Context: an optimization exercise on an open-source flow, tuned for small area and a short achievable clock period. The choices shown serve that exercise and are no tape-out recipe.
RTL that was checked went through simulation tests only; none was proved equivalent to the original.
The RTL of run 2 was laid out without a check of its function.

==> flow/design.v, too long to show whole: its modules and the start of the top module <==
// module final_log: 1552 lines
module final_log(clk, reset, base, in_data, out_data);
  // ...
==> flow/flow/run.sh <==
#!/bin/bash
# The standard layout (the standard.sh: ORFS from synthesis to the final
# layout, unchanged), with ORFS's timing repair asked to leave 35 ns of setup
# slack instead of none, so that it sizes and buffers the critical paths.
# Ports get buf_1 buffers rather than the delay cells buffer_ports picks on
# its own; the timing repair resizes them where that matters.
# The ORFS logs keep each tool's output; run.log keeps make's.
set -euo pipefail
bash standard.sh SETUP_SLACK_MARGIN=35 "BUFFER_PORTS_ARGS=-buffer_cell sky130_fd_sc_hd__buf_1" finish > run.log 2>&1
==> flow/standard.sh <==
#!/bin/bash
# synth_recipe.tcl (not shown) runs the flow's synth.tcl, then flattens the netlist and writes it again
# the make line also repeats each setting of config.mk as NAME=value (left out here)
make -C /OpenROAD-flow-scripts/flow DESIGN_CONFIG=/design/flow/config.mk WORK_HOME=/design/flow/orfs CLKGATE_MAP_FILE= SYNTH_SCRIPT=/design/flow/synth_recipe.tcl "${@:-finish}"
==> flow/config.mk <==
export PLATFORM = sky130hd
export DESIGN_NAME = final_log
export DESIGN_NICKNAME = final_log
export VERILOG_FILES = /design/flow/design.v
export SDC_FILE = /design/flow/constraint.sdc
export NUM_CORES = 4
export LEC_CHECK = 0
export ABC_AREA = 1
export CAP_MARGIN = 20
export CORE_MARGIN = 2
export CORE_UTILIZATION = 40
export CTS_BUF_LIST = sky130_fd_sc_hd__clkbuf_8
export CTS_CLUSTER_DIAMETER = 200
export CTS_CLUSTER_SIZE = 30
export SLEW_MARGIN = 20
==> flow/constraint.sdc <==
create_clock -name core_clock -period 60.0 [get_ports {clk}]
set_input_delay 12.0000 -clock core_clock [delete_from_list [all_inputs] [get_ports {clk}]]
set_output_delay 12.0000 -clock core_clock [all_outputs]
set_load 0.01 [all_outputs]
==> summary.txt, run 1 <==
status timing/DRC/antenna clean; Slew Viols, Final 0; clk buf depth 2; I/O pin total 68; Syn-to-layout area delta 8.368%; Synth Net Count 2237; Placed Instance Area around 13000 um2; Syn Area/Cell 6.768 um2; commonest non-fill, non-tap cell in the layout nand2_1; hold crit path type in2async; CP max stage cell fa_1; slowest stage delay, CP between 500 and 600 ps; fin worst setup slack 35860 ps; setup repair bufs after CTS 6; # nets final between 2000 and 2500; Fill cells about 3300; min Tclk post-route 24140 ps; worst hold slack roughly 12000 ps; met2 Usage GRT 33.99%; buffering overhead under 10%; final setup TNS 0 ps; unrepaired setup endpoints after global routing yes; crit path to out_data[22]; Fin. Hold Viols 0
==> run 2: changes to the inputs <==
--- a/flow/design.v
+++ b/flow/design.v
@@ -1542,12 +1542,16 @@
     wire [23:0] y = {y_366, y_365, y_364, y_363, y_362, y_361, y_360, y_359, y_358, y_357, y_356, y_355, y_354, y_353, y_352, y_351, y_350, y_349, y_348, y_347, y_346, y_345, y_344, y_343};
     reg [4:0] cnt;
     integer i;
     always @(*) begin
         cnt = 5'd24;
         for (i = 0; i < 24; i = i + 1)
             if (y[i]) cnt = 5'd23 - i;
     end
-    wire [23:0] ys = y << cnt;
+    wire [23:0] ys16 = cnt[4] ? {y[7:0], 16'd0} : y;
+    wire [23:0] ys8 = cnt[3] ? {ys16[15:0], 8'd0} : ys16;
+    wire [23:0] ys4 = cnt[2] ? {ys8[19:0], 4'd0} : ys8;
+    wire [23:0] ys2 = cnt[1] ? {ys4[21:0], 2'd0} : ys4;
+    wire [23:0] ys = cnt[0] ? {ys2[22:0], 1'd0} : ys2;
     wire [7:0] expo = (8'd130 - {3'd0, cnt}) & {8{eq != 4'd9}};    
     always @(*) out_data = invq ? 32'hffffffff : {1'b0, expo, ys[22:3], 3'b0};
 endmodule
==> flow/flow/run.sh (replaced) <==
#!/bin/bash
# The standard layout (the standard.sh: ORFS from synthesis to the final
# layout, unchanged), with ORFS's timing repair asked to leave 35 ns of setup
# slack instead of none, so that it sizes and buffers the critical paths.
# The ORFS logs keep each tool's output; run.log keeps make's.
set -euo pipefail
bash standard.sh SETUP_SLACK_MARGIN=35 finish > run.log 2>&1
==> flow/config.mk (replaced) <==
export PLATFORM = sky130hd
export DESIGN_NAME = final_log
export DESIGN_NICKNAME = final_log
export VERILOG_FILES = /design/flow/design.v
export SDC_FILE = /design/flow/constraint.sdc
export NUM_CORES = 4
export LEC_CHECK = 0
export ABC_AREA = 1
export CAP_MARGIN = 20
export CORE_MARGIN = 2
export CORE_UTILIZATION = 40
export SLEW_MARGIN = 20
==> run 2 against run 1 <==
  * Still clean
  * Area after synthesis is 1.1% lower
  * Die area is 1.0% lower
  * Synthesized cell count is 0.73% lower
  * Sequential share of layout area is 0.28 points lower
  * Critical endpoint is now out_data[17]
  * Largest cell class unchanged
==> summary.txt, run 2 <==
prevailing post-synth register cell dfrtp_1 (unchanged); Synth Net Count 2223 (was 2237); Fin. Hold Viols 0 (unchanged); Synth area leaders ha_1, fa_1, nand2_1 (unchanged); drt first pass iters 5 (was 7); Synth area leader ha_1 (unchanged); met2 Usage GRT 35.59% (was 33.99%); CTS sink cnt 30 (unchanged); Syn-to-layout area delta 15.68% (was 8.368%); crit start category flip-flop (unchanged); clk buf depth 2 (unchanged); global-route wire length before repair 55670 um (was 55140 um); cell family with most CP delay adder cells (unchanged); most instantiated cells after synthesis nand2_1, inv_1, ha_1 (unchanged); hpwl dp 27330 um (was 27060 um); Netlist Area Pre-Place 12790 um2 (was 12930 um2); DRT Wirelength 33780 um (was 32380 um); register bit total from synthesis 30 (unchanged); I/O pin total 68 (unchanged); unrepaired setup endpoints after global routing yes (unchanged); Final period util 40.25% (was 40.23%); GP Congestion 0.9474 (was 0.9215); Largest regs wq (19), dq (4), eq (4) (unchanged); slowest stage delay, CP 500 ps (was 550 ps); worst setup path class reg2out (unchanged); Setup-failing EPs final 0 (unchanged); Initial Util 40.55% (was 40.78%); register area share after synthesis 5.887% (was 5.824%); final antenna-violating net count 0 (unchanged); Rows 65 (unchanged); number of diodes 0 (unchanged); Peak Freq 0.04140 GHz (was 0.04143 GHz); count leader, synth nand2_1 (unchanged); die height 182.9 um (was 183.8 um); commonest non-fill, non-tap cell in the layout nand2_1 (unchanged); Syn Area/Cell 6.745 um2 (was 6.768 um2); Slew Viols, Final 0 (unchanged); first-iteration detailed-routing DRC count 699 (was 637); CP arrival 12150 ps (was 12140 ps); Max-Cap Viols 0 (unchanged); min Tclk post-route 24150 ps (was 24140 ps); pin count of the biggest net entering global routing 42 (unchanged); GRT Total Usage 19.92% (was 19.56%); non-filler instance count after layout 2372 (was 2358); Place WS 33440 ps (was 33630 ps); DR WL/cell 14.24 um (was 13.73 um); initial antenna violation count 0 (unchanged); Ys Warns 1 (unchanged); input/output buffers 66 (unchanged); WP depth 76 (was 82); GRT Residual Overflow 0 (unchanged); crit path to out_data[17] (was out_data[22]); share of layout cells above drive strength 1 11.57% (was 8.793%); max FFs per register 19 (unchanged); final setup TNS 0 ps (unchanged); CP max stage cell fa_1 (unchanged); CP endpoint kind output port (unchanged); vias in the first global route 11510 (was 11630); routed vias/inst 5.140 (was 5.082); CORE AREA 31560 um2 (was 31720 um2); M3 GR Usage 1.410% (was 1.228%); CP Buf/Inv Count 9 (was 15); Hold Buf Count CTS 0 (unchanged); # H-tree levels 2 (unchanged); # nets final 2295 (was 2281); Die ar. 33430 um2 (was 33790 um2); Inst Count DP 2309 (was 2327); drt drc 0 (unchanged); status timing/DRC/antenna clean (unchanged); Post-Syn Instances 1897 (was 1911); layer with the highest usage met2 (unchanged); number of synthesized flops with an enable pin 0 (unchanged); hold crit path type in2async (unchanged); WP data required 48000 ps (about the same); Netlist cell types 67 (was 64); Fill cells 3233 (was 3349); share of the synthesized area in the top cell type 17.70% (was 17.51%); Most flops, register wq (unchanged); CTS clk-pin slew, worst paths 60 ps (was 80 ps); chip width 182.9 um (was 183.8 um); most frequent cells in the layout nand2_1, inv_1, ha_1, nand3_1, o21ai_0 (was nand2_1, inv_1, ha_1, o21ai_0, nor2_1); CTS Buf Count 5 (unchanged); Worst Setup SP wq[0] (unchanged); fin worst setup slack 35850 ps (was 35860 ps); Tightest Pin Transition 927.7 ps (was 896.2 ps); ys async rst share 100.0% (unchanged); CTS root buf clkbuf_16 (was clkbuf_8); vias 12190 (was 11980); M1 GR Usage 26.17% (was 26.81%); TritonCTS clock tree built (unchanged); Worst Path Max Fanout 5 (was 11); max_slew headroom 37.92% (was 39.62%)
## run 2: cell count changes after synthesis, sizes merged, moves of 7 or more
| cell | change |
|---|---|
| a21oi | +7 |
| o21ai | -21 |
| nor2 | -8 |
| nand2 | -11 |
| nand3 | +31 |
| inv | -12 |
## run 2: tightest hold or removal path, cell delays in order
cell and delay [ps]:
clkdlybuf4s50_1 390, inv_1 50, buf_4 350
## run 2: timing repair
action,in CTS,in global routing
pin swaps,8,25
setup endpoints to repair,28,48
gates resized for setup,84,125
cloned,4,2
buffers inserted,14,35
## run 2: stage by stage
step | util (%) | hold WS, ps | cell area [um2]
floorplan | - | 12000 | 12790
global placement | 43.41 | 12440 | 13700
detailed placement | 43.41 | 12420 | 13700
CTS | 44.82 | 12100 | 14140
global route | 46.90 | 12160 | 14800
finish | 46.90 | 12090 | 14800
## run 2: how the worst min path moves through the flow
stage / slack (ps) / end / depth (start not counted) / startpoint
2_1_floorplan: 12000 / eq[0] / 0 / in_data[23]
3_5_place_dp: 12420 / dq[1] / 3 / reset
3_3_place_gp: 12440 / dq[1] / 3 / reset
4_1_cts: 12100 / dq[1] / 3 / reset
5_1_grt: 12160 / bq[0] / 1 / base[0]
6_report: 12090 / dq[2] / 3 / reset
## run 2: cell families after synthesis
group / after synthesis / share of synthesized area (%)
multiplexers: 5 / 0.4009
buffers and inverters: 419 / 12.80
AND/OR/NAND/NOR: 732 / 24.92
adder cells (fa/ha/maj): 290 / 34.75
XOR/XNOR: 69 / 4.929
flip-flops: 30 / 5.887
AO/OA/AOI/OAI: 352 / 16.31
## run 2: layout make-up
type	instances	area [um2]	area share [%]
Timing Repair Buffer	119	1037	7.008
Inverter	359	1383	9.342
Clock inverter	2	12.51	0.08454
Sequential cell	30	753.2	5.089
Multi-Input combinational cell	1452	10960	74.06
Tap cell	402	503.0	3.398
Clock buffer	6	138.9	0.9384
Timing Repair inverter	2	12.51	0.08454
## run 2: per-layer routing
metal | routed length [um] | share of wire, %
met4 | 592 | 1.8
met3 | 1361 | 4.0
met5 | 0 | 0
met1 | 15270 | 45
met2 | 16560 | 49

## port drivers added, routing unchanged
The flow's constraints put no driver on any port. The routed layouts listed below were extracted and timed again, unchanged, in two steps. Step 1, drivers: a clkbuf_16 drives clk and a buf_2 each remaining input, both assumed. Step 2, shift: input delay + t, output delay - t, t = (earliest + latest rising clock arrival at the registers) / 2. This alone moves slack from input paths to output paths. a / b / c = ideal / step 1 / step 2; a / b = the first two.
run | t, ns | slack for setup (ns) | hold WS [ns] | latest minus earliest clock arrival (ns)
run 1 | 0.339 | 35.865 / 35.830 / 36.168 | 11.726 / 11.711 / 12.049 | 0.015 / 0.015
run 2 | 0.322 | 35.847 / 35.807 / 35.809 | 12.094 / 12.083 / 12.405 | 0.009 / 0.009
After both steps every run listed still meets setup and hold. For run 2, which loses most, drivers alone change the setup slack by -0.040 ns; drivers and shift together by -0.038 ns.
